This is an optimization exercise on Yosys and OpenROAD, whose aim is small area, a short achievable clock period and few clock cycles per item, not a production implementation.
At most, simulation tests tie the RTL to the original design; equivalence was not proved.

## run A
==> flow/design.v (excerpt) <==
module brick_sort
   (
    clk,
    rst,
    src_tvalid,
    src_tready,
    src_tdata_raw,
    dest_tvalid,
    dest_tready,
    dest_tdata_raw
    );
clock: 6.0 ns
lec_check: 0
cap_margin: 20
core_margin: 2
core_utilization: 40
setup_slack_margin: 3.3
slew_margin: 20
run.sh (not shown) runs the stock make flow with config.mk's settings and CLKGATE_MAP_FILE= SYNTH_SCRIPT=/design/flow/synth_recipe.tcl, a recipe that flattens the netlist after the stock synthesis.
Testbench counts of run A, summed over its fixed seeds: cycles 1,040, items 960.
Modified inputs, run G compared to run A
-- flow/design.v --
<<< run A, line 37
      end
   endfunction
   reg [127:0] r1, r2, r3, r4, r5, r6, r7, r8, r9;
   reg [127:0] ro;
   wire [127:0] s0_0;
>>> run G, line 37
      end
   endfunction
   reg [127:0] r1, r2, r3, r4, r5, r6, r7, r8;
   reg [127:0] ro;
   wire [127:0] s0_0;
<<< run A, line 250
   assign s8_0[119:112] = r8[119:112];
   assign s8_0[127:120] = r8[127:120];
   wire [127:0] s9_0;
   wire s9_0_c6 = gt8(r9[55:48], r9[63:56]);
   assign s9_0[55:48] = s9_0_c6 ? r9[63:56] : r9[55:48];
   assign s9_0[63:56] = s9_0_c6 ? r9[55:48] : r9[63:56];
   wire s9_0_c8 = gt8(r9[71:64], r9[79:72]);
   assign s9_0[71:64] = s9_0_c8 ? r9[79:72] : r9[71:64];
   assign s9_0[79:72] = s9_0_c8 ? r9[71:64] : r9[79:72];
   assign s9_0[7:0] = r9[7:0];
   assign s9_0[15:8] = r9[15:8];
   assign s9_0[23:16] = r9[23:16];
   assign s9_0[31:24] = r9[31:24];
   assign s9_0[39:32] = r9[39:32];
   assign s9_0[47:40] = r9[47:40];
   assign s9_0[87:80] = r9[87:80];
   assign s9_0[95:88] = r9[95:88];
   assign s9_0[103:96] = r9[103:96];
   assign s9_0[111:104] = r9[111:104];
   assign s9_0[119:112] = r9[119:112];
   assign s9_0[127:120] = r9[127:120];
   wire [127:0] sorted = s9_0;
   reg v1, v2, v3, v4, v5, v6, v7, v8, v9;
   reg t1, t2, t3, t4, t5, t6, t7, t8, t9;
   reg rot;         
   reg ro_valid;
   wire front_v = v9;
   wire front_t = t9;
   wire ro_free = !ro_valid || dest_tready;
   wire exit_ok = front_v && (!rot || front_t) && ro_free;
>>> run G, line 250
   assign s8_0[119:112] = r8[119:112];
   assign s8_0[127:120] = r8[127:120];
   wire [127:0] s8_1;
   wire s8_1_c6 = gt8(s8_0[55:48], s8_0[63:56]);
   assign s8_1[55:48] = s8_1_c6 ? s8_0[63:56] : s8_0[55:48];
   assign s8_1[63:56] = s8_1_c6 ? s8_0[55:48] : s8_0[63:56];
   wire s8_1_c8 = gt8(s8_0[71:64], s8_0[79:72]);
   assign s8_1[71:64] = s8_1_c8 ? s8_0[79:72] : s8_0[71:64];
   assign s8_1[79:72] = s8_1_c8 ? s8_0[71:64] : s8_0[79:72];
   assign s8_1[7:0] = s8_0[7:0];
   assign s8_1[15:8] = s8_0[15:8];
   assign s8_1[23:16] = s8_0[23:16];
   assign s8_1[31:24] = s8_0[31:24];
   assign s8_1[39:32] = s8_0[39:32];
   assign s8_1[47:40] = s8_0[47:40];
   assign s8_1[87:80] = s8_0[87:80];
   assign s8_1[95:88] = s8_0[95:88];
   assign s8_1[103:96] = s8_0[103:96];
   assign s8_1[111:104] = s8_0[111:104];
   assign s8_1[119:112] = s8_0[119:112];
   assign s8_1[127:120] = s8_0[127:120];
   wire [127:0] sorted = s8_1;
   reg v1, v2, v3, v4, v5, v6, v7, v8;
   reg t1, t2, t3, t4, t5, t6, t7, t8;
   reg rot;         
   reg ro_valid;
   wire front_v = v8;
   wire front_t = t8;
   wire ro_free = !ro_valid || dest_tready;
   wire exit_ok = front_v && (!rot || front_t) && ro_free;
<<< run A, line 287
   wire take = src_tvalid && src_tready;
   always @(posedge clk) begin
      r1 <= wrap ? sorted : s0_0;
      r2 <= s1_0;
      r3 <= s2_0;
>>> run G, line 287
   wire take = src_tvalid && src_tready;
   always @(posedge clk) begin
      r1 <= wrap ? r8 : s0_0;
      r2 <= s1_0;
      r3 <= s2_0;
<<< run A, line 295
      r7 <= s6_0;
      r8 <= s7_0;
      r9 <= s8_0;
      if (ro_free) ro <= sorted;
      t1 <= wrap && (!rot || front_t);
>>> run G, line 295
      r7 <= s6_0;
      r8 <= s7_0;
      if (ro_free) ro <= sorted;
      t1 <= wrap && (!rot || front_t);
<<< run A, line 305
      t7 <= t6;
      t8 <= t7;
      t9 <= t8;
      if (rst) begin
         v1 <= 1'b0;
>>> run G, line 304
      t7 <= t6;
      t8 <= t7;
      if (rst) begin
         v1 <= 1'b0;
<<< run A, line 315
         v7 <= 1'b0;
         v8 <= 1'b0;
         v9 <= 1'b0;
         rot <= 1'b0;
         ro_valid <= 1'b0;
>>> run G, line 313
         v7 <= 1'b0;
         v8 <= 1'b0;
         rot <= 1'b0;
         ro_valid <= 1'b0;
<<< run A, line 329
         v7 <= v6;
         v8 <= v7;
         v9 <= v8;
         rot <= rot_n;
         ro_valid <= ro_valid_n;
         rdy_free <= !rot_n && !(v8 && ro_valid_n);
         rdy_tr <= !rot_n;
      end
>>> run G, line 326
         v7 <= v6;
         v8 <= v7;
         rot <= rot_n;
         ro_valid <= ro_valid_n;
         rdy_free <= !rot_n && !(v7 && ro_valid_n);
         rdy_tr <= !rot_n;
      end
Notes after the runs:
Compared with run A, run G shows a lower via count. Diff run G..run A | global-route usage | negligible. Taking run A as the reference, in run G clock latency of the later-clocked register in the worst-skew pair dropped 0.04 ns, wire length dropped 4.4%, met2 layer usage reported by global route climbed 2.7 points, horizontal die dimension dropped 8.0 um. Run G vs. run A: buffering overhead higher; die area lower; count of multi-input gates lower. Per the comparison of run G with run A, via count of the first global-routing pass went down by about 4.5%; number of cells in the finished layout apart from fillers went down by 4.0%.
The RTL of run G was laid out without a check of its function.

* * *

Setup of rev 12:
Another version of the RTL of brick_sort (not shown whole).
Size: roughly 5100 cells after synthesis, about 780 flip-flops, about 37000 µm² of cells after synthesis.
Settings: LEC_CHECK=0, CAP_MARGIN=20, CORE_MARGIN=2, CORE_UTILIZATION=40, CTS_BUF_LIST=sky130_fd_sc_hd__clkbuf_8, SETUP_SLACK_MARGIN=2.9, SLEW_MARGIN=20; clock period 6.0 ns.
standard.sh (not shown) runs the stock make flow with config.mk's settings and CLKGATE_MAP_FILE= SYNTH_SCRIPT=/design/flow/synth_recipe.tcl, a recipe that flattens the netlist after the stock synthesis.
==> flow/flow/run.sh <==
#!/bin/bash
# Layout flow: the standard flow (standard.sh), except that the
# synthesis step maps the logic with the delay-driven ABC script in
# flow/abc_speed.script instead of ORFS's abc_speed.script.  Synthesis is
# otherwise ORFS's, run by standard.sh with the standard flow's synthesis script, so the
# registers (names, count, cell types) are those of the standard synthesis.
set -euo pipefail
here=$(pwd)
rm -rf "$here/scripts_abc"
cp -r "$FLOW_HOME/scripts" "$here/scripts_abc"
cp "$here/flow/abc_speed.script" "$here/scripts_abc/abc_speed.script"
bash standard.sh SCRIPTS_DIR="$here/scripts_abc" synth > "$here/synth.log" 2>&1
bash standard.sh > "$here/layout.log" 2>&1
==> flow/flow/abc_speed.script <==
strash
dch -f
map -D 1500
topo
buffer -p
upsize -D 1500
dnsize -D 1500
stime -p
Looking at the reports, rev 12 completed the entire flow and the layout it produced met the timing, DRC and antenna checks.
Inputs modified between rev 12 and rev 13:
diff --git a/flow/design.v b/flow/design.v
--- a/flow/design.v
+++ b/flow/design.v
@@ -19,24 +19,23 @@
    output                 dest_tvalid;
    input                  dest_tready;
    output [DATA_WIDTH*NUM_ELEMS-1:0] dest_tdata_raw;
    function gt8;
       input [7:0] a;
       input [7:0] b;
-      reg [7:0] g, p;
-      reg g10, p10, g32, p32, g54, p54, g76, p76, g30, p30, g74, p74;
+      reg [3:0] g, p;
+      reg g32, p32, g10, p10;
+      integer i;
       begin
-         g = a & ~b;           
-         p = a | ~b;           
-         g10 = g[1] | (p[1] & g[0]); p10 = g[1] | (p[1] & p[0]);
+         for (i = 0; i < 4; i = i + 1) begin
+            g[i] = (a[2*i+1] & ~b[2*i+1]) | ((((a[2*i+1] | ~b[2*i+1]) & a[2*i]) & ~b[2*i]));
+            p[i] = (a[2*i+1] & ~b[2*i+1]) | ((((a[2*i+1] | ~b[2*i+1]) & a[2*i]) | ((a[2*i+1] | ~b[2*i+1]) & ~b[2*i])));
+         end
+         g10 = g[1] | (p[1] & g[0]);
          g32 = g[3] | (p[3] & g[2]); p32 = g[3] | (p[3] & p[2]);
-         g54 = g[5] | (p[5] & g[4]); p54 = g[5] | (p[5] & p[4]);
-         g76 = g[7] | (p[7] & g[6]); p76 = g[7] | (p[7] & p[6]);
-         g30 = g32 | (p32 & g10);
-         g74 = g76 | (p76 & g54); p74 = g76 | (p76 & p54);
-         gt8 = g74 | (p74 & g30);
+         gt8 = g32 | (p32 & g10);
       end
    endfunction
    reg [127:0] r1, r2, r3, r4, r5;
    reg [127:0] ro;
    wire [127:0] s0_0;
    wire s0_0_c0 = gt8(src_tdata_raw[7:0], src_tdata_raw[111:104]);
Per the comparison of rev 13 with rev 12, per-cell routed wire length has decreased, total via count after detailed routing has decreased. Compared to rev 12, rev 13 has core utilization 2.5 points lower. Rev 13 against rev 12: starting density of the core about even; endpoint arrival time on the critical path fell 0.08 ns; post-synthesis sequential element count about even; setup fix buffers added after clock tree synthesis fell 48. Rev 13 vs rev 12: critical path depth down in rev 13.
Testbench counts of rev 13, summed over its fixed seeds: cycles 1,008, items 960.
Function not checked in rev 12: the RTL went through the layout flow alone.

port drivers added, routing unchanged:
No port has a modelled driver above. Below, the same layouts with a new extraction and two added sets of constraints. Step 1 sets driving cells, clkbuf_16 on the clock port and buf_2 on the other inputs (assumed; they add their load-dependent delay and slew). Step 2 times the ports against the registers' clock, not the clock port: input delays grow and output delays shrink by t, the midpoint of the rising clock arrivals with the driver on. Three values: ideal ports, drivers, drivers and shift; two values: the first two.
run | t (ns) | setup WS [ns] | worst setup path after step 2 | slew at the worst register clock pin (ns) | cell pins on the clock port's net
run A | 0.801 | 3.196 / 3.155 / 2.509 | input to register | 0.07 / 0.07 | 1
run G | 0.775 | 2.630 / 2.674 / 1.899 | input to register | 0.07 / 0.07 | 1
rev 12 | 0.867 | 2.865 / 2.865 / 2.182 | input to register | 0.07 / 0.07 | 1
rev 13 | 0.866 | 2.919 / 2.919 / 2.187 | input to register | 0.07 / 0.07 | 1
After both steps every run listed still meets setup and hold. For rev 13, which loses most, drivers alone change the setup slack by 0.000 ns; drivers and shift together by -0.732 ns.
